Context: an optimization exercise on an open-source flow, tuned for small area. The choices shown serve that exercise and are no tape-out recipe. Only simulation tests tie the RTL to the original design; equivalence was not proved.

==> wip/onyx: inputs <==
==> flow/design.v (excerpt) <==
module can_ctrl
(
  input        clk,
  input        rst,
  input  [7:0] wb_dat_i,
  output [7:0] wb_dat_o,
  input        wb_cyc_i,
  input        wb_stb_i,
  input        wb_we_i,
  input  [7:0] wb_adr_i,
  output       wb_ack_o,
  input        rx_i,
  output       tx_o,
  output       bus_off_on,
  output       irq_on,
  output       clkout_o,
  output       self_test_ctrl_o
);
can_top u_can_top
(
  .wb_clk_i         (clk),
  .wb_rst_i         (rst),
  .wb_dat_i         (wb_dat_i),
  .wb_dat_o         (wb_dat_o),
  .wb_cyc_i         (wb_cyc_i),
  .wb_stb_i         (wb_stb_i),
  .wb_we_i          (wb_we_i),
  .wb_adr_i         (wb_adr_i),
  .wb_ack_o         (wb_ack_o),
  .clk_i            (clk),
  .rx_i             (rx_i),
  .tx_o             (tx_o),
  .bus_off_on       (bus_off_on),
  .irq_on           (irq_on),
  .clkout_o         (clkout_o),
  .self_test_ctrl_o (self_test_ctrl_o)
);
endmodule
Settings: LEC_CHECK=0, CAP_MARGIN=20, CORE_MARGIN=2, CORE_UTILIZATION=70, CTS_BUF_LIST=sky130_fd_sc_hd__clkbuf_4 sky130_fd_sc_hd__clkbuf_8, PLACE_DENSITY=0.8, SLEW_MARGIN=20; clock period 10.0 ns.
run.sh (not shown) runs the stock make flow with config.mk's settings and CLKGATE_MAP_FILE= SYNTH_SCRIPT=/design/flow/synth_recipe.tcl, a recipe that flattens the netlist after the stock synthesis.
==> wip/ember (differences from wip/onyx) <==
--- a/flow/design.v
+++ b/flow/design.v
@@ -1697,32 +1697,30 @@
 reg           transmitting;
 reg           error_frame;
 reg           enable_error_cnt2;
 reg     [2:0] error_cnt1;
 reg     [2:0] error_cnt2;
 reg     [2:0] delayed_dominant_cnt;
 reg           enable_overload_cnt2;
 reg           overload_frame;
-reg           overload_frame_blocked;
-reg     [1:0] overload_request_cnt;
+wire          overload_frame_blocked = 1'b0;
 reg     [2:0] overload_cnt1;
 reg     [2:0] overload_cnt2;
 reg           tx;
 reg           crc_err;
 reg           arbitration_lost;
 reg           arbitration_lost_q;
 reg           arbitration_field_d;
 reg     [4:0] arbitration_lost_capture;
 reg     [4:0] arbitration_cnt;
 reg           arbitration_blocked;
 reg           tx_q;
 reg           need_to_tx;    
 reg     [3:0] data_cnt;      
-reg     [2:0] header_cnt;    
 reg           wr_fifo;       
 reg     [7:0] data_for_fifo; 
 reg     [5:0] tx_pointer;
 reg           tx_bit;
 reg           tx_state;
 reg           tx_state_q;
 reg           transmitter;
 reg           finish_msg;
@@ -2280,53 +2278,44 @@
   .rtr1(rtr1),
   .rtr2(rtr2),
   .ide(ide),
   .no_byte0(no_byte0),
   .no_byte1(no_byte1),
   .id_ok(id_ok)
 );
 assign header_len[2:0] = extended_mode ? (ide? (3'h5) : (3'h3)) : 3'h2;
-assign storing_header = header_cnt < header_len;
+assign storing_header = data_cnt < {1'b0, header_len};    
 assign limited_data_len_minus1[3:0] = remote_rq? 4'hf : ((data_len < 4'h8)? (data_len -1'b1) : 4'h7);    
 assign reset_wr_fifo = (data_cnt == (limited_data_len_minus1 + {1'b0, header_len})) || reset_mode;
 assign err = form_err | stuff_err | bit_err | ack_err | form_err_latched | stuff_err_latched | bit_err_latched | ack_err_latched | crc_err;
 always @ (posedge clk or posedge rst)
 begin
   if (rst)
     wr_fifo <= 1'b0;
   else if (reset_wr_fifo)
     wr_fifo <= 1'b0;
   else if (go_rx_inter & id_ok & (~error_frame_ended) & ((~tx_state) | self_rx_request))
     wr_fifo <= 1'b1;
 end
 always @ (posedge clk or posedge rst)
 begin
   if (rst)
-    header_cnt <= 3'h0;
-  else if (reset_wr_fifo)
-    header_cnt <= 3'h0;
-  else if (wr_fifo & storing_header)
-    header_cnt <= header_cnt + 1'h1;
-end
-always @ (posedge clk or posedge rst)
-begin
-  if (rst)
     data_cnt <= 4'h0;
   else if (reset_wr_fifo)
     data_cnt <= 4'h0;
   else if (wr_fifo)
     data_cnt <= data_cnt + 4'h1;
 end
-always @ (extended_mode or ide or data_cnt or header_cnt or  header_len or 
+always @ (extended_mode or ide or data_cnt or header_len or 
           storing_header or id or rtr1 or rtr2 or data_len or
           tmp_fifo[0] or tmp_fifo[2] or tmp_fifo[4] or tmp_fifo[6] or 
           tmp_fifo[1] or tmp_fifo[3] or tmp_fifo[5] or tmp_fifo[7])
 begin
-  casex ({storing_header, extended_mode, ide, header_cnt})   
+  casex ({storing_header, extended_mode, ide, data_cnt[2:0]})   
     6'b1_1_1_000  : data_for_fifo = {1'b1, rtr2, 2'h0, data_len};   
     6'b1_1_1_001  : data_for_fifo = id[28:21];                      
     6'b1_1_1_010  : data_for_fifo = id[20:13];                      
     6'b1_1_1_011  : data_for_fifo = id[12:5];                       
     6'b1_1_1_100  : data_for_fifo = {id[4:0], 3'h0};                
     6'b1_1_0_000  : data_for_fifo = {1'b0, rtr1, 2'h0, data_len};   
     6'b1_1_0_001  : data_for_fifo = id[10:3];                       
     6'b1_1_0_010  : data_for_fifo = {id[2:0], rtr1, 4'h0};          
@@ -2461,34 +2450,16 @@
 begin
   if (rst)
     overload_cnt2 <= 3'd0;
   else if (overload_frame_ended | go_error_frame | go_overload_frame)
     overload_cnt2 <= 3'd0;
   else if (enable_overload_cnt2 & tx_point)
     overload_cnt2 <= overload_cnt2 + 1'b1;
 end
-always @ (posedge clk or posedge rst)
-begin
-  if (rst)
-    overload_request_cnt <= 2'b0;
-  else if (go_error_frame | go_rx_id1)
-    overload_request_cnt <= 2'b0;
-  else if (overload_request & overload_frame)
-    overload_request_cnt <= overload_request_cnt + 1'b1;
-end
-always @ (posedge clk or posedge rst)
-begin
-  if (rst)
-    overload_frame_blocked <= 1'b0;
-  else if (go_error_frame | go_rx_id1)
-    overload_frame_blocked <= 1'b0;
-  else if (overload_request & overload_frame & overload_request_cnt == 2'h2)    
-    overload_frame_blocked <= 1'b1;
-end
 assign send_ack = (~tx_state) & rx_ack & (~err) & (~listen_only_mode);
 always @ (reset_mode or node_bus_off or tx_state or go_tx or bit_de_stuff_tx or tx_bit or tx_q or
           send_ack or go_overload_frame or overload_frame or overload_cnt1 or
           go_error_frame or error_frame or error_cnt1 or node_error_passive)
 begin
   if (reset_mode | node_bus_off)                                                 
     tx_next = 1'b1;
   else
@@ -3259,67 +3230,38 @@
 begin
   if (extended_mode & (~reset_mode) & ((addr >= 8'd16) && (addr <= 8'd28)) | (~extended_mode) & ((addr >= 8'd20) && (addr <= 8'd29)))
     data_out_fifo_selected = 1'b1;
   else
     data_out_fifo_selected = 1'b0;
 end
 always @ (posedge clk_i)
 begin
-  if (cs & (~we))
-    begin
-      if (data_out_fifo_selected)
-        data_out <= data_out_fifo;
-      else
-        data_out <= data_out_regs;
-    end
+  if (data_out_fifo_selected)
+    data_out <= data_out_fifo;
+  else
+    data_out <= data_out_regs;
 end
 always @ (posedge clk_i or posedge rst)
 begin
   if (rst)
     begin
       rx_sync_tmp <= 1'b1;
       rx_sync     <= 1'b1;
     end
   else
     begin
       rx_sync_tmp <= rx_i;
       rx_sync     <= rx_sync_tmp;
     end
 end
-  assign cs_can_i = 1'b1;
-  always @ (posedge clk_i or posedge rst)
-  begin
-    if (rst)
-      begin
-        cs_sync1     <= 1'b0;
-        cs_sync2     <= 1'b0;
-        cs_sync3     <= 1'b0;
-        cs_sync_rst1 <= 1'b0;
-        cs_sync_rst2 <= 1'b0;
-      end
-    else
-      begin
-        cs_sync1     <= wb_cyc_i & wb_stb_i & (~cs_sync_rst2) & cs_can_i;
-        cs_sync2     <= cs_sync1            & (~cs_sync_rst2);
-        cs_sync3     <= cs_sync2            & (~cs_sync_rst2);
-        cs_sync_rst1 <= cs_ack3;
-        cs_sync_rst2 <= cs_sync_rst1;
-      end
-  end
   assign cs = wb_stb_i;
   always @ (posedge wb_clk_i)
   begin
-    cs_ack1 <= cs_sync3;
-    cs_ack2 <= cs_ack1;
-    cs_ack3 <= cs_ack2;
-  end
-  always @ (posedge wb_clk_i)
-  begin
-    wb_ack_o <= (wb_stb_i & (~cs_sync1));
+    wb_ack_o <= wb_stb_i;
   end
   assign rst      = wb_rst_i;
   assign we       = wb_we_i;
   assign addr     = wb_adr_i;
   assign data_in  = wb_dat_i;
   assign wb_dat_o = data_out;
 endmodule
 module can_ctrl
==> flow/flow/run.sh (new file) <==
#!/bin/bash
# Own layout flow: the standard ORFS flow (standard.sh, with its standard synthesis script
# synth_recipe.tcl) with two changes in how the layout is made:
#  - Yosys's ABC technology-mapping step uses an area-oriented script (flow/abc_map.script)
#    instead of ORFS's delay-oriented abc_speed.script; registers are mapped before ABC runs,
#    so the registers, their names and cell types are those of the standard synthesis;
#  - clock tree synthesis inserts no dummy loads and clusters more sinks per buffer.
# Each tool's full output goes to the ORFS logs under orfs/logs, and make's to make.log.
set -euo pipefail
W=$(pwd)
rm -rf "$W/scripts"
cp -r "$FLOW_HOME/scripts" "$W/scripts"
cp "$W/flow/abc_map.script" "$W/scripts/abc_speed.script"
export CTS_ARGS="-sink_clustering_enable -repair_clock_nets -dont_use_dummy_load -sink_clustering_size 20 -sink_clustering_max_diameter 90 -buf_list sky130_fd_sc_hd__clkbuf_16"
bash "$W/standard.sh" SCRIPTS_DIR="$W/scripts" finish > "$W/make.log" 2>&1
==> flow/flow/abc_map.script (new file) <==
strash
&get -n
&st
&deepsyn -T 60
&put
dch -f
amap
topo
==> flow/standard.sh (new file) <==
#!/bin/bash
# synth_recipe.tcl (not shown) runs the flow's synth.tcl, then flattens the netlist and writes it again
# the make line also repeats each setting of config.mk as NAME=value (left out here)
make -C /OpenROAD-flow-scripts/flow DESIGN_CONFIG=/design/flow/config.mk WORK_HOME=/design/flow/orfs CLKGATE_MAP_FILE= SYNTH_SCRIPT=/design/flow/synth_recipe.tcl "${@:-finish}"
- CORE_UTILIZATION: 70 -> 60
- CTS_BUF_LIST: sky130_fd_sc_hd__clkbuf_4 sky130_fd_sc_hd__clkbuf_8 -> not set
- PLACE_DENSITY: 0.8 -> 0.7
removed: flow/run.sh
==> wip/violet (differences from wip/onyx) <==
--- a/flow/design.v
+++ b/flow/design.v
@@ -1312,64 +1312,63 @@
 assign dout[3] = di[4];
 assign dout[4] = di[3];
 assign dout[5] = di[2];
 assign dout[6] = di[1];
 assign dout[7] = di[0];
 endmodule
 `timescale 1ns / 1ns
 module can_fifo
-( 
+(
   clk,
   rst,
   wr,
   data_in,
   addr,
   data_out,
   fifo_selected,
   reset_mode,
   release_buffer,
   extended_mode,
   overrun,
   info_empty,
   info_cnt
 );
-parameter Tp = 1;
 input         clk;
 input         rst;
 input         wr;
 input   [7:0] data_in;
 input   [5:0] addr;
 input         reset_mode;
 input         release_buffer;
 input         extended_mode;
 input         fifo_selected;
 output  [7:0] data_out;
 output        overrun;
 output        info_empty;
 output  [6:0] info_cnt;
-  reg     [7:0] fifo [0:63];
-  reg     [3:0] length_fifo[0:63];
-  reg           overrun_info[0:63];
+reg     [7:0] fifo [0:63];
+reg     [3:0] length_fifo [0:63];
+reg           overrun_info [0:63];
 reg     [5:0] rd_pointer;
 reg     [5:0] wr_pointer;
-reg     [5:0] read_address;
 reg     [5:0] wr_info_pointer;
 reg     [5:0] rd_info_pointer;
 reg           wr_q;
 reg     [3:0] len_cnt;
 reg     [6:0] fifo_cnt;
 reg     [6:0] info_cnt;
 reg           latch_overrun;
 reg           initialize_memories;
 wire    [3:0] length_info;
 wire          write_length_info;
 wire          fifo_empty;
 wire          fifo_full;
 wire          info_full;
+wire    [5:0] read_address;
 assign write_length_info = (~wr) & wr_q;
 always @ (posedge clk or posedge rst)
 begin
   if (rst)
     wr_q <= 1'b0;
   else if (reset_mode)
     wr_q <= 1'b0;
   else
@@ -1398,24 +1397,24 @@
   if (rst)
     rd_info_pointer <= 6'h0;
   else if (release_buffer & (~info_full))
     rd_info_pointer <= rd_info_pointer + 1'b1;
 end
 always @ (posedge clk or posedge rst)
 begin
   if (rst)
-    rd_pointer <= 5'h0;
+    rd_pointer <= 6'h0;
   else if (release_buffer & (~fifo_empty))
     rd_pointer <= rd_pointer + {2'h0, length_info};
 end
 always @ (posedge clk or posedge rst)
 begin
   if (rst)
-    wr_pointer <= 5'h0;
+    wr_pointer <= 6'h0;
   else if (reset_mode)
     wr_pointer <= rd_pointer;
   else if (wr & (~fifo_full))
     wr_pointer <= wr_pointer + 1'b1;
 end
 always @ (posedge clk or posedge rst)
 begin
   if (rst)
@@ -1451,48 +1450,62 @@
       if (release_buffer & (~info_empty))
         info_cnt <= info_cnt - 1'b1;
       else if (write_length_info & (~info_full))
         info_cnt <= info_cnt + 1'b1;
     end
 end
 assign info_full = info_cnt == 7'd64;
 assign info_empty = info_cnt == 7'd0;
-always @ (extended_mode or rd_pointer or addr)
-begin
-  if (extended_mode)       
-    read_address = rd_pointer + (addr - 6'd16);
-  else                     
-    read_address = rd_pointer + (addr - 6'd20);
-end
+assign read_address = rd_pointer + (extended_mode ? (addr - 6'd16) : (addr - 6'd20));
 always @ (posedge clk or posedge rst)
 begin
   if (rst)
     initialize_memories <= 1'b1;
   else if (&wr_info_pointer)
     initialize_memories <= 1'b0;
 end
-  always @ (posedge clk)
-  begin
-    if (wr & (~fifo_full))
-      fifo[wr_pointer] <= data_in;
-  end
-  assign data_out = fifo[read_address];
-  always @ (posedge clk)
-  begin
-    if (write_length_info & (~info_full) | initialize_memories)
-      length_fifo[wr_info_pointer] <= len_cnt & {4{~initialize_memories}};
-  end
-  assign length_info = length_fifo[rd_info_pointer];
-  always @ (posedge clk)
-  begin
-    if (write_length_info & (~info_full) | initialize_memories)
-      overrun_info[wr_info_pointer] <= (latch_overrun | (wr & fifo_full)) & (~initialize_memories);
-  end
-  assign overrun = overrun_info[rd_info_pointer];
+wire       wr_data = wr & (~fifo_full);
+wire       wr_info = write_length_info & (~info_full) | initialize_memories;
+wire [3:0] info_len_in = len_cnt & {4{~initialize_memories}};
+wire       info_ovr_in = (latch_overrun | (wr & fifo_full)) & (~initialize_memories);
+wire [63:0] rd_sel   = 64'd1 << read_address;
+wire [63:0] info_sel = 64'd1 << rd_info_pointer;
+integer i;
+always @ (posedge clk)
+begin
+  if (wr_data)
+    fifo[wr_pointer] <= data_in;
+end
+always @ (posedge clk)
+begin
+  if (wr_info)
+    begin
+      length_fifo[wr_info_pointer] <= info_len_in;
+      overrun_info[wr_info_pointer] <= info_ovr_in;
+    end
+end
+reg [7:0] data_out_r;
+reg [3:0] length_info_r;
+reg       overrun_r;
+always @ (*)
+begin
+  data_out_r = 8'h0;
+  length_info_r = 4'h0;
+  overrun_r = 1'b0;
+  for (i = 0; i < 64; i = i + 1)
+    begin
+      data_out_r    = data_out_r    | ({8{rd_sel[i]}}   & fifo[i]);
+      length_info_r = length_info_r | ({4{info_sel[i]}} & length_fifo[i]);
+      overrun_r     = overrun_r     | (info_sel[i]      & overrun_info[i]);
+    end
+end
+assign data_out = data_out_r;
+assign length_info = length_info_r;
+assign overrun = overrun_r;
 endmodule
 `timescale 1ns / 1ns
 module can_bsp
 ( 
   clk,
   rst,
   sample_point,
   sampled_bit,
@@ -1697,32 +1710,30 @@
 reg           transmitting;
 reg           error_frame;
 reg           enable_error_cnt2;
 reg     [2:0] error_cnt1;
 reg     [2:0] error_cnt2;
 reg     [2:0] delayed_dominant_cnt;
 reg           enable_overload_cnt2;
 reg           overload_frame;
-reg           overload_frame_blocked;
-reg     [1:0] overload_request_cnt;
+wire          overload_frame_blocked = 1'b0;
 reg     [2:0] overload_cnt1;
 reg     [2:0] overload_cnt2;
 reg           tx;
 reg           crc_err;
 reg           arbitration_lost;
 reg           arbitration_lost_q;
 reg           arbitration_field_d;
 reg     [4:0] arbitration_lost_capture;
 reg     [4:0] arbitration_cnt;
 reg           arbitration_blocked;
 reg           tx_q;
 reg           need_to_tx;    
 reg     [3:0] data_cnt;      
-reg     [2:0] header_cnt;    
 reg           wr_fifo;       
 reg     [7:0] data_for_fifo; 
 reg     [5:0] tx_pointer;
 reg           tx_bit;
 reg           tx_state;
 reg           tx_state_q;
 reg           transmitter;
 reg           finish_msg;
@@ -2280,53 +2291,44 @@
   .rtr1(rtr1),
   .rtr2(rtr2),
   .ide(ide),
   .no_byte0(no_byte0),
   .no_byte1(no_byte1),
   .id_ok(id_ok)
 );
 assign header_len[2:0] = extended_mode ? (ide? (3'h5) : (3'h3)) : 3'h2;
-assign storing_header = header_cnt < header_len;
+assign storing_header = data_cnt < {1'b0, header_len};    
 assign limited_data_len_minus1[3:0] = remote_rq? 4'hf : ((data_len < 4'h8)? (data_len -1'b1) : 4'h7);    
 assign reset_wr_fifo = (data_cnt == (limited_data_len_minus1 + {1'b0, header_len})) || reset_mode;
 assign err = form_err | stuff_err | bit_err | ack_err | form_err_latched | stuff_err_latched | bit_err_latched | ack_err_latched | crc_err;
 always @ (posedge clk or posedge rst)
 begin
   if (rst)
     wr_fifo <= 1'b0;
   else if (reset_wr_fifo)
     wr_fifo <= 1'b0;
   else if (go_rx_inter & id_ok & (~error_frame_ended) & ((~tx_state) | self_rx_request))
     wr_fifo <= 1'b1;
 end
 always @ (posedge clk or posedge rst)
 begin
   if (rst)
-    header_cnt <= 3'h0;
-  else if (reset_wr_fifo)
-    header_cnt <= 3'h0;
-  else if (wr_fifo & storing_header)
-    header_cnt <= header_cnt + 1'h1;
-end
-always @ (posedge clk or posedge rst)
-begin
-  if (rst)
     data_cnt <= 4'h0;
   else if (reset_wr_fifo)
     data_cnt <= 4'h0;
   else if (wr_fifo)
     data_cnt <= data_cnt + 4'h1;
 end
-always @ (extended_mode or ide or data_cnt or header_cnt or  header_len or 
+always @ (extended_mode or ide or data_cnt or header_len or 
           storing_header or id or rtr1 or rtr2 or data_len or
           tmp_fifo[0] or tmp_fifo[2] or tmp_fifo[4] or tmp_fifo[6] or 
           tmp_fifo[1] or tmp_fifo[3] or tmp_fifo[5] or tmp_fifo[7])
 begin
-  casex ({storing_header, extended_mode, ide, header_cnt})   
+  casex ({storing_header, extended_mode, ide, data_cnt[2:0]})   
     6'b1_1_1_000  : data_for_fifo = {1'b1, rtr2, 2'h0, data_len};   
     6'b1_1_1_001  : data_for_fifo = id[28:21];                      
     6'b1_1_1_010  : data_for_fifo = id[20:13];                      
     6'b1_1_1_011  : data_for_fifo = id[12:5];                       
     6'b1_1_1_100  : data_for_fifo = {id[4:0], 3'h0};                
     6'b1_1_0_000  : data_for_fifo = {1'b0, rtr1, 2'h0, data_len};   
     6'b1_1_0_001  : data_for_fifo = id[10:3];                       
     6'b1_1_0_010  : data_for_fifo = {id[2:0], rtr1, 4'h0};          
@@ -2461,34 +2463,16 @@
 begin
   if (rst)
     overload_cnt2 <= 3'd0;
   else if (overload_frame_ended | go_error_frame | go_overload_frame)
     overload_cnt2 <= 3'd0;
   else if (enable_overload_cnt2 & tx_point)
     overload_cnt2 <= overload_cnt2 + 1'b1;
 end
-always @ (posedge clk or posedge rst)
-begin
-  if (rst)
-    overload_request_cnt <= 2'b0;
-  else if (go_error_frame | go_rx_id1)
-    overload_request_cnt <= 2'b0;
-  else if (overload_request & overload_frame)
-    overload_request_cnt <= overload_request_cnt + 1'b1;
-end
-always @ (posedge clk or posedge rst)
-begin
-  if (rst)
-    overload_frame_blocked <= 1'b0;
-  else if (go_error_frame | go_rx_id1)
-    overload_frame_blocked <= 1'b0;
-  else if (overload_request & overload_frame & overload_request_cnt == 2'h2)    
-    overload_frame_blocked <= 1'b1;
-end
 assign send_ack = (~tx_state) & rx_ack & (~err) & (~listen_only_mode);
 always @ (reset_mode or node_bus_off or tx_state or go_tx or bit_de_stuff_tx or tx_bit or tx_q or
           send_ack or go_overload_frame or overload_frame or overload_cnt1 or
           go_error_frame or error_frame or error_cnt1 or node_error_passive)
 begin
   if (reset_mode | node_bus_off)                                                 
     tx_next = 1'b1;
   else
@@ -3259,67 +3243,38 @@
 begin
   if (extended_mode & (~reset_mode) & ((addr >= 8'd16) && (addr <= 8'd28)) | (~extended_mode) & ((addr >= 8'd20) && (addr <= 8'd29)))
     data_out_fifo_selected = 1'b1;
   else
     data_out_fifo_selected = 1'b0;
 end
 always @ (posedge clk_i)
 begin
-  if (cs & (~we))
-    begin
-      if (data_out_fifo_selected)
-        data_out <= data_out_fifo;
-      else
-        data_out <= data_out_regs;
-    end
+  if (data_out_fifo_selected)
+    data_out <= data_out_fifo;
+  else
+    data_out <= data_out_regs;
 end
 always @ (posedge clk_i or posedge rst)
 begin
   if (rst)
     begin
       rx_sync_tmp <= 1'b1;
       rx_sync     <= 1'b1;
     end
   else
     begin
       rx_sync_tmp <= rx_i;
       rx_sync     <= rx_sync_tmp;
     end
 end
-  assign cs_can_i = 1'b1;
-  always @ (posedge clk_i or posedge rst)
-  begin
-    if (rst)
-      begin
-        cs_sync1     <= 1'b0;
-        cs_sync2     <= 1'b0;
-        cs_sync3     <= 1'b0;
-        cs_sync_rst1 <= 1'b0;
-        cs_sync_rst2 <= 1'b0;
-      end
-    else
-      begin
-        cs_sync1     <= wb_cyc_i & wb_stb_i & (~cs_sync_rst2) & cs_can_i;
-        cs_sync2     <= cs_sync1            & (~cs_sync_rst2);
-        cs_sync3     <= cs_sync2            & (~cs_sync_rst2);
-        cs_sync_rst1 <= cs_ack3;
-        cs_sync_rst2 <= cs_sync_rst1;
-      end
-  end
   assign cs = wb_stb_i;
   always @ (posedge wb_clk_i)
   begin
-    cs_ack1 <= cs_sync3;
-    cs_ack2 <= cs_ack1;
-    cs_ack3 <= cs_ack2;
-  end
-  always @ (posedge wb_clk_i)
-  begin
-    wb_ack_o <= (wb_stb_i & (~cs_sync1));
+    wb_ack_o <= wb_stb_i;
   end
   assign rst      = wb_rst_i;
   assign we       = wb_we_i;
   assign addr     = wb_adr_i;
   assign data_in  = wb_dat_i;
   assign wb_dat_o = data_out;
 endmodule
 module can_ctrl
==> flow/flow/run.sh (new file) <==
#!/bin/bash
# Own layout flow: the standard ORFS flow (standard.sh, with its standard synthesis script
# synth_recipe.tcl) with these changes in how the layout is made:
#  - Yosys's ABC technology-mapping step uses an area-oriented script (flow/abc_map.script)
#    instead of ORFS's delay-oriented abc_speed.script, and adders are left to ABC as plain
#    logic (ADDER_MAP_FILE empty) instead of being mapped to half/full-adder cells. Registers
#    are mapped before ABC runs, so the registers, their names and cell types are those of the
#    standard synthesis;
#  - port buffers use the smallest buffer cell (buf_1);
#  - clock tree synthesis inserts no dummy loads and clusters more sinks per buffer.
# Each tool's full output goes to its ORFS log under orfs/logs; make's output goes to make.log.
set -euo pipefail
W=$(pwd)
rm -rf "$W/scripts"
cp -r "$FLOW_HOME/scripts" "$W/scripts"
cp "$W/flow/abc_map.script" "$W/scripts/abc_speed.script"
export BUFFER_PORTS_ARGS="-buffer_cell sky130_fd_sc_hd__buf_1"
export CTS_ARGS="-sink_clustering_enable -repair_clock_nets -dont_use_dummy_load -sink_clustering_size 25 -sink_clustering_max_diameter 100 -buf_list sky130_fd_sc_hd__clkbuf_16"
bash "$W/standard.sh" SCRIPTS_DIR="$W/scripts" ADDER_MAP_FILE= finish > "$W/make.log" 2>&1
==> flow/flow/abc_map.script (new file) <==
strash
&get -n
&st
&deepsyn -T 60
&dch -f
&nf -R 1000 -p -F 16 -A 8 -C 32
&put
topo
==> flow/standard.sh (new file) <==
#!/bin/bash
# synth_recipe.tcl (not shown) runs the flow's synth.tcl, then flattens the netlist and writes it again
# the make line also repeats each setting of config.mk as NAME=value (left out here)
make -C /OpenROAD-flow-scripts/flow DESIGN_CONFIG=/design/flow/config.mk WORK_HOME=/design/flow/orfs CLKGATE_MAP_FILE= SYNTH_SCRIPT=/design/flow/synth_recipe.tcl "${@:-finish}"
- CTS_BUF_LIST: sky130_fd_sc_hd__clkbuf_4 sky130_fd_sc_hd__clkbuf_8 -> not set
removed: flow/run.sh
==> wip/pepper (differences from wip/onyx) <==
- CORE_UTILIZATION: 70 -> 40
- CTS_BUF_LIST: sky130_fd_sc_hd__clkbuf_4 sky130_fd_sc_hd__clkbuf_8 -> not set
- PLACE_DENSITY: 0.8 -> 0.6
==> results.txt <==
	wip/violet	wip/onyx	wip/pepper	wip/ember
Wire length the detailed router placed on met1	68,200 um	73,300 um	84,600 um	78,900 um
Clock sink total	1,446	1,457	1,457	1,446
Largest net degree at the start of global routing	171	164	109	128
Count of different cell masters after synthesis	65	91	91	61
Area delta synth->final	7.24%	9.78%	12.1%	8.19%
Clock buffer and inverter area fraction after layout	2.62%	6.42%	6.86%	3.08%
ANT cells	6	2	4	4
Vias in the first global route	41,700	46,900	42,600	43,900
Port-buffer cells	34	35	35	34
Crit Path Category	primary input to flip-flop	flip-flop to flip-flop	primary input to flip-flop	primary input to flip-flop
Portion of the post-synthesis area used by sequential elements	69.6%	62.1%	62.1%	66.5%
Smallest setup slack after layout	2490 ps	3680 ps	3790 ps	2670 ps
Start point of the worst min-delay path	u_can_top.rx_sync_tmp	u_can_top.cs_ack3	u_can_top.cs_ack3	u_can_top.rx_sync_tmp
Number of well-tap cells placed	1,144	1,265	2,204	1,380
Async set-reset flop share out of synthesis	22.7%	23.1%	23.1%	22.7%
Post-synthesis xor/xnor area fraction	1.82%	2.97%	2.97%	0%
Inverter count	77	108	108	589
Result of the run	no timing/DRC/antenna violations	no timing/DRC/antenna violations	no timing/DRC/antenna violations	no timing/DRC/antenna violations

==> static timing again, ports no longer ideal <==
The flow's constraints put no driver on any port. The routed layouts listed below were extracted and timed again, unchanged, in two steps. Step 1 assumes that a clkbuf_16 drives the clock port and a buf_2 every other input. Step 2 adds t to the input delays and takes it off the output delays; t is the mean of the earliest and latest rising clock arrival at the registers after step 1. Input paths then give back, and output paths get back, about the clock's delay inside the block. Slacks: no drivers / after step 1 / after step 2; pairs: no drivers / after step 1.
run | t (ns) | setup WS [ns] | hold WS [ns] | worst data-port slew with drivers (ns)
wip/onyx | 0.998 | 3.677 / 3.677 / 2.755 | 0.334 / 0.334 / 0.334 | 0.14
wip/ember | 0.750 | 2.672 / 2.576 / 1.826 | 0.359 / 0.359 / 0.359 | 0.17
wip/violet | 0.713 | 2.494 / 2.374 / 1.661 | 0.363 / 0.363 / 0.363 | 0.20
wip/pepper | 0.881 | 3.794 / 3.737 / 2.856 | 0.328 / 0.328 / 0.328 | 0.14
After both steps setup and hold are still met in every run listed. The setup slack of wip/pepper, which loses most, moves by -0.057 ns with the drivers and by -0.938 ns with both steps.
